From an optimization exercise on the open Yosys and OpenROAD flow, aimed at small area, a short achievable clock period and few clock cycles per item; shortcuts taken in it are not production practice.
At most, simulation tests tie the RTL to the original design; equivalence was not proved.
Power figures rest on the tool's default switching activity, not on a simulated workload.

P:
==> flow/design.v (excerpt) <==
module ECC_ENC_DEC
#(
parameter DATA_WIDTH = 32,
parameter AMBA_ADDR_WIDTH = 20,
parameter AMBA_WORD = 32
)
(
input wire clk,
input wire rst,
input wire [AMBA_ADDR_WIDTH-1:0] PADDR,
input wire [AMBA_WORD-1:0] PWDATA,
input wire PENABLE,
           PSEL,
           PWRITE,
output reg [AMBA_WORD-1:0] PRDATA,
output reg [DATA_WIDTH-1:0] data_out,
output reg operation_done,
output reg [1:0] num_of_errors
);
reg [31:0] CTRL_REG, DATA_IN_REG, CODEWORD_WIDTH_REG, NOISE_REG;
reg [3:0] we;
always @(posedge clk or negedge rst) begin : wr_decode
  if (!rst) we <= 4'd0;
  else begin
    we[0] <= PSEL & ~PENABLE & PWRITE & (PADDR[3:2] == 2'b00);
    we[1] <= PSEL & ~PENABLE & PWRITE & (PADDR[3:2] == 2'b01);
    we[2] <= PSEL & ~PENABLE & PWRITE & (PADDR[3:2] == 2'b10);
    we[3] <= PSEL & ~PENABLE & PWRITE & (PADDR[3:2] == 2'b11);
  end
end
always @(posedge clk or negedge rst) begin : regs
  if (!rst) begin
    CTRL_REG <= 32'd0; DATA_IN_REG <= 32'd0; CODEWORD_WIDTH_REG <= 32'd0; NOISE_REG <= 32'd0;
  end else begin
    if (we[0]) CTRL_REG <= PWDATA;
    if (we[1]) DATA_IN_REG <= PWDATA;
    if (we[2]) CODEWORD_WIDTH_REG <= PWDATA;
    if (we[3]) NOISE_REG <= PWDATA;
  end
end
always @(posedge clk or negedge rst) begin : done_reg
  if (!rst) operation_done <= 1'b0;
  else operation_done <= we[0];
end
always @(posedge clk) begin : rd
  case (PADDR[3:2])
    2'b00: PRDATA <= CTRL_REG;
    2'b01: PRDATA <= DATA_IN_REG;
    2'b10: PRDATA <= CODEWORD_WIDTH_REG;
    default: PRDATA <= NOISE_REG;
  endcase
end
wire wS = ~CODEWORD_WIDTH_REG[1] & ~CODEWORD_WIDTH_REG[0];
wire wM = ~CODEWORD_WIDTH_REG[1] &  CODEWORD_WIDTH_REG[0];
wire wL =  CODEWORD_WIDTH_REG[1];
wire [31:0] D = DATA_IN_REG;
wire [31:0] N = NOISE_REG;
wire ea0 = D[0];
wire eb0 = D[0];
wire eg0 = ea0;
wire ee0 = D[0];
wire ea1 = (D[1] ^ D[3]);
wire eb1 = (D[2] ^ D[3]);
wire eg1 = (ea1 ^ D[2]);
wire ee1 = (D[1] ^ D[2]);
wire ea2 = (D[4] ^ D[6]);
wire eb2 = (D[5] ^ D[6]);
wire eg2 = (ea2 ^ D[5]);
wire ee2 = (D[4] ^ D[5]);
wire ea3 = (D[8] ^ D[10]);
wire eb3 = (D[9] ^ D[10]);
wire eg3 = ((ea3 ^ D[9]) ^ D[7]);
wire ee3 = (D[7] ^ D[10]);
wire ea4 = (D[11] ^ D[13]);
wire eb4 = (D[12] ^ D[13]);
wire eg4 = (ea4 ^ D[12]);
wire ee4 = (D[11] ^ D[12]);
wire ea5 = (D[15] ^ D[17]);
  ...
export LEC_CHECK = 0
export CAP_MARGIN = 20
export CORE_MARGIN = 2
export CORE_UTILIZATION = 40
export CTS_CLUSTER_DIAMETER = 100
export CTS_CLUSTER_SIZE = 25
export SETUP_SLACK_MARGIN = 2.9
export SLEW_MARGIN = 20
create_clock -name core_clock -period 5.0 [get_ports {clk}]
standard.sh (not shown) runs the stock make flow with config.mk's settings and CLKGATE_MAP_FILE= SYNTH_SCRIPT=/design/flow/synth_recipe.tcl, a recipe that flattens the netlist after the stock synthesis.
==> flow/flow/run.sh <==
#!/bin/bash
# The standard layout (standard.sh), with two changes to the cells it may use:
#  - the port buffers are buf_1 cells instead of the delay cell buffer_ports picks by default;
#  - the 3-input XOR/XNOR cells are added to the platform's don't-use list, so that
#    synthesis and repair build the parity trees from 2-input XOR/XNOR cells.
set -euo pipefail
export BUFFER_PORTS_ARGS="-buffer_cell sky130_fd_sc_hd__buf_1"
DU=$(make -s -C "$FLOW_HOME" DESIGN_CONFIG="$PWD/config.mk" WORK_HOME="$PWD/orfs" print-DONT_USE_CELLS 2> print.log | sed -n 's/^DONT_USE_CELLS: //p')
[ -n "$DU" ]
DU="$DU sky130_fd_sc_hd__xnor3_1 sky130_fd_sc_hd__xnor3_2 sky130_fd_sc_hd__xnor3_4 sky130_fd_sc_hd__xor3_1 sky130_fd_sc_hd__xor3_2 sky130_fd_sc_hd__xor3_4"
echo "DONT_USE_CELLS=$DU" > dont_use.txt
bash standard.sh DONT_USE_CELLS="$DU" finish > standard.log 2>&1
--- input diff P..Q ---
--- a/flow/design.v
+++ b/flow/design.v
@@ -15,39 +15,32 @@
            PSEL,
            PWRITE,
 output reg [AMBA_WORD-1:0] PRDATA,
 output reg [DATA_WIDTH-1:0] data_out,
 output reg operation_done,
 output reg [1:0] num_of_errors
 );
 reg [31:0] CTRL_REG, DATA_IN_REG, CODEWORD_WIDTH_REG, NOISE_REG;
-reg [3:0] we;
-always @(posedge clk or negedge rst) begin : wr_decode
-  if (!rst) we <= 4'd0;
-  else begin
-    we[0] <= PSEL & ~PENABLE & PWRITE & (PADDR[3:2] == 2'b00);
-    we[1] <= PSEL & ~PENABLE & PWRITE & (PADDR[3:2] == 2'b01);
-    we[2] <= PSEL & ~PENABLE & PWRITE & (PADDR[3:2] == 2'b10);
-    we[3] <= PSEL & ~PENABLE & PWRITE & (PADDR[3:2] == 2'b11);
-  end
-end
+wire wr = PSEL & PENABLE & PWRITE;
 always @(posedge clk or negedge rst) begin : regs
   if (!rst) begin
     CTRL_REG <= 32'd0; DATA_IN_REG <= 32'd0; CODEWORD_WIDTH_REG <= 32'd0; NOISE_REG <= 32'd0;
-  end else begin
-    if (we[0]) CTRL_REG <= PWDATA;
-    if (we[1]) DATA_IN_REG <= PWDATA;
-    if (we[2]) CODEWORD_WIDTH_REG <= PWDATA;
-    if (we[3]) NOISE_REG <= PWDATA;
+  end else if (wr) begin
+    case (PADDR[3:2])
+      2'b00: CTRL_REG <= PWDATA;
+      2'b01: DATA_IN_REG <= PWDATA;
+      2'b10: CODEWORD_WIDTH_REG <= PWDATA;
+      default: NOISE_REG <= PWDATA;
+    endcase
   end
 end
 always @(posedge clk or negedge rst) begin : done_reg
   if (!rst) operation_done <= 1'b0;
-  else operation_done <= we[0];
+  else operation_done <= wr & (PADDR[3:2] == 2'b00);
 end
 always @(posedge clk) begin : rd
   case (PADDR[3:2])
     2'b00: PRDATA <= CTRL_REG;
     2'b01: PRDATA <= DATA_IN_REG;
     2'b10: PRDATA <= CODEWORD_WIDTH_REG;
     default: PRDATA <= NOISE_REG;
   endcase
@@ -255,37 +248,33 @@
 wire qN1 = (((N[8] ^ N[9]) ^ (N[10] ^ N[11])) ^ ((N[12] ^ N[13]) ^ (N[14] ^ N[15])));
 wire qN2 = ((((N[16] ^ N[17]) ^ (N[18] ^ N[19])) ^ ((N[20] ^ N[21]) ^ (N[22] ^ N[23]))) ^ (((N[24] ^ N[25]) ^ (N[26] ^ N[27])) ^ ((N[28] ^ N[29]) ^ (N[30] ^ N[31]))));
 wire [4:0] synN = wS ? {2'b00, sN0_2, sN0_1, sN0_0} : wM ? {1'b0, sN1_3, sN1_2, sN1_1, sN1_0} : {sN2_4, sN2_3, sN2_2, sN2_1, sN2_0};
 wire parNa = wL ? (qN0 ^ qN1) : qN0;
 wire parNb = wS ? 1'b0 : wM ? qN1 : qN2;
 reg [4:0] sD, sN, cE;
 reg pDa, pDb, pNa, pNb, pE;
 reg [1:0] mode;
-reg ddec, nfc;    
 always @(posedge clk) begin : stage1
   sD <= synD; pDa <= parDa; pDb <= parDb;
   sN <= synN; pNa <= parNa; pNb <= parNb;
   cE <= encC; pE <= encP;
   mode <= PWDATA[1:0];    
-  ddec <= ~PWDATA[1] & PWDATA[0];
-  nfc <= ~PWDATA[1];
 end
 wire m_dec = ~mode[1] & mode[0];
 wire m_fc  =  mode[1];
 wire [4:0] s = ({5{m_dec}} & sD) | ({5{m_fc}} & sN);
 wire p = (m_dec & (pDa ^ pDb)) | (m_fc & (pNa ^ pNb));
 wire [1:0] nof = {~p & (|s), p};
-wire d_dec = ddec, d_fc = ~nfc;
-wire [25:0] g = D[25:0] & {26{~d_dec}};
-wire [4:0] lo = cE & {5{~d_dec}};
-wire pb = pE & ~d_dec;
+wire [25:0] g = D[25:0] & {26{~m_dec}};
+wire [4:0] lo = cE & {5{~m_dec}};
+wire pb = pE & ~m_dec;
 wire [31:0] ecw = wS ? {24'd0, g[3:0], pb, lo[2:0]} : wM ? {16'd0, g[10:0], pb, lo[3:0]} : {g, pb, lo};
 wire [31:0] nmask = wS ? 32'h000000ff : wM ? 32'h0000ffff : 32'hffffffff;
-wire [31:0] t = (({32{d_dec}} & D) | ({32{d_fc}} & N)) & nmask;
+wire [31:0] t = (({32{m_dec}} & D) | ({32{m_fc}} & N)) & nmask;
 wire [31:0] fix;
 assign fix[0] = p & ((wS & (s == 5'd1)) | (wM & (s == 5'd1)) | (wL & (s == 5'd1)));
 assign fix[1] = p & ((wS & (s == 5'd2)) | (wM & (s == 5'd2)) | (wL & (s == 5'd2)));
 assign fix[2] = p & ((wS & (s == 5'd4)) | (wM & (s == 5'd4)) | (wL & (s == 5'd4)));
 assign fix[3] = p & ((wS & (s == 5'd0)) | (wM & (s == 5'd8)) | (wL & (s == 5'd8)));
 assign fix[4] = p & ((wS & (s == 5'd3)) | (wM & (s == 5'd0)) | (wL & (s == 5'd16)));
 assign fix[5] = p & ((wS & (s == 5'd5)) | (wM & (s == 5'd3)) | (wL & (s == 5'd0)));
 assign fix[6] = p & ((wS & (s == 5'd6)) | (wM & (s == 5'd5)) | (wL & (s == 5'd3)));
Results
Summary: wire length, Q worse than P. A worst setup path endpoint of cE[2] is what P shows, while sN[1] belongs to Q. Die height: Q vs P up 1.3 um. Looking at largest family of logic cells by synthesized area, the XOR/XNOR gates result is from Q; the multiplexers one comes from P. Looking only at multi-input gate share of total cell area, and setting everything else aside, the higher value of Q and P goes to Q. P has lower number of setup buffers added after CTS than Q. Summary of Q over P: final RePlAce weighted congestion has increased; relative area change from synthesis to final layout rose by 1.1 points. Going from P to Q, clock buffer and inverter area fraction after layout shows no meaningful change; synthesized cell count comparable; sequential power essentially unchanged.
Testbench counts of Q, summed over its fixed seeds: cycles 12,384, ops 1,920.
Only the layout flow was run in P; the RTL was not checked for function there.

[re-timing with driven ports]
The results above use ideal ports. As a check the final layouts listed here were re-extracted and re-timed, cells and wires unchanged.
Step 1: set_driving_cell puts a clkbuf_16 on clk and a buf_2 on each other input, an assumption about the parent block.
Step 2 also shifts input and output timing later by t, the mid clock arrival at the registers, as if the neighbouring blocks saw the same clock.
Slacks: ideal ports / drivers / drivers and shift; pairs: ideal ports / drivers.
run	t, ns	slack for setup (ns)	clock arrival spread, ns	worst register clock-pin slew, ns	worst data-port slew with drivers (ns)
P	0.534	2.941 / 2.919 / 2.467	0.030 / 0.030	0.10 / 0.10	0.05
Q	0.532	2.949 / 2.949 / 2.446	0.015 / 0.015	0.11 / 0.11	0.06
After both steps setup and hold are still met in every run listed. For Q, which loses most, drivers alone change the setup slack by 0.000 ns; drivers and shift together by -0.503 ns.
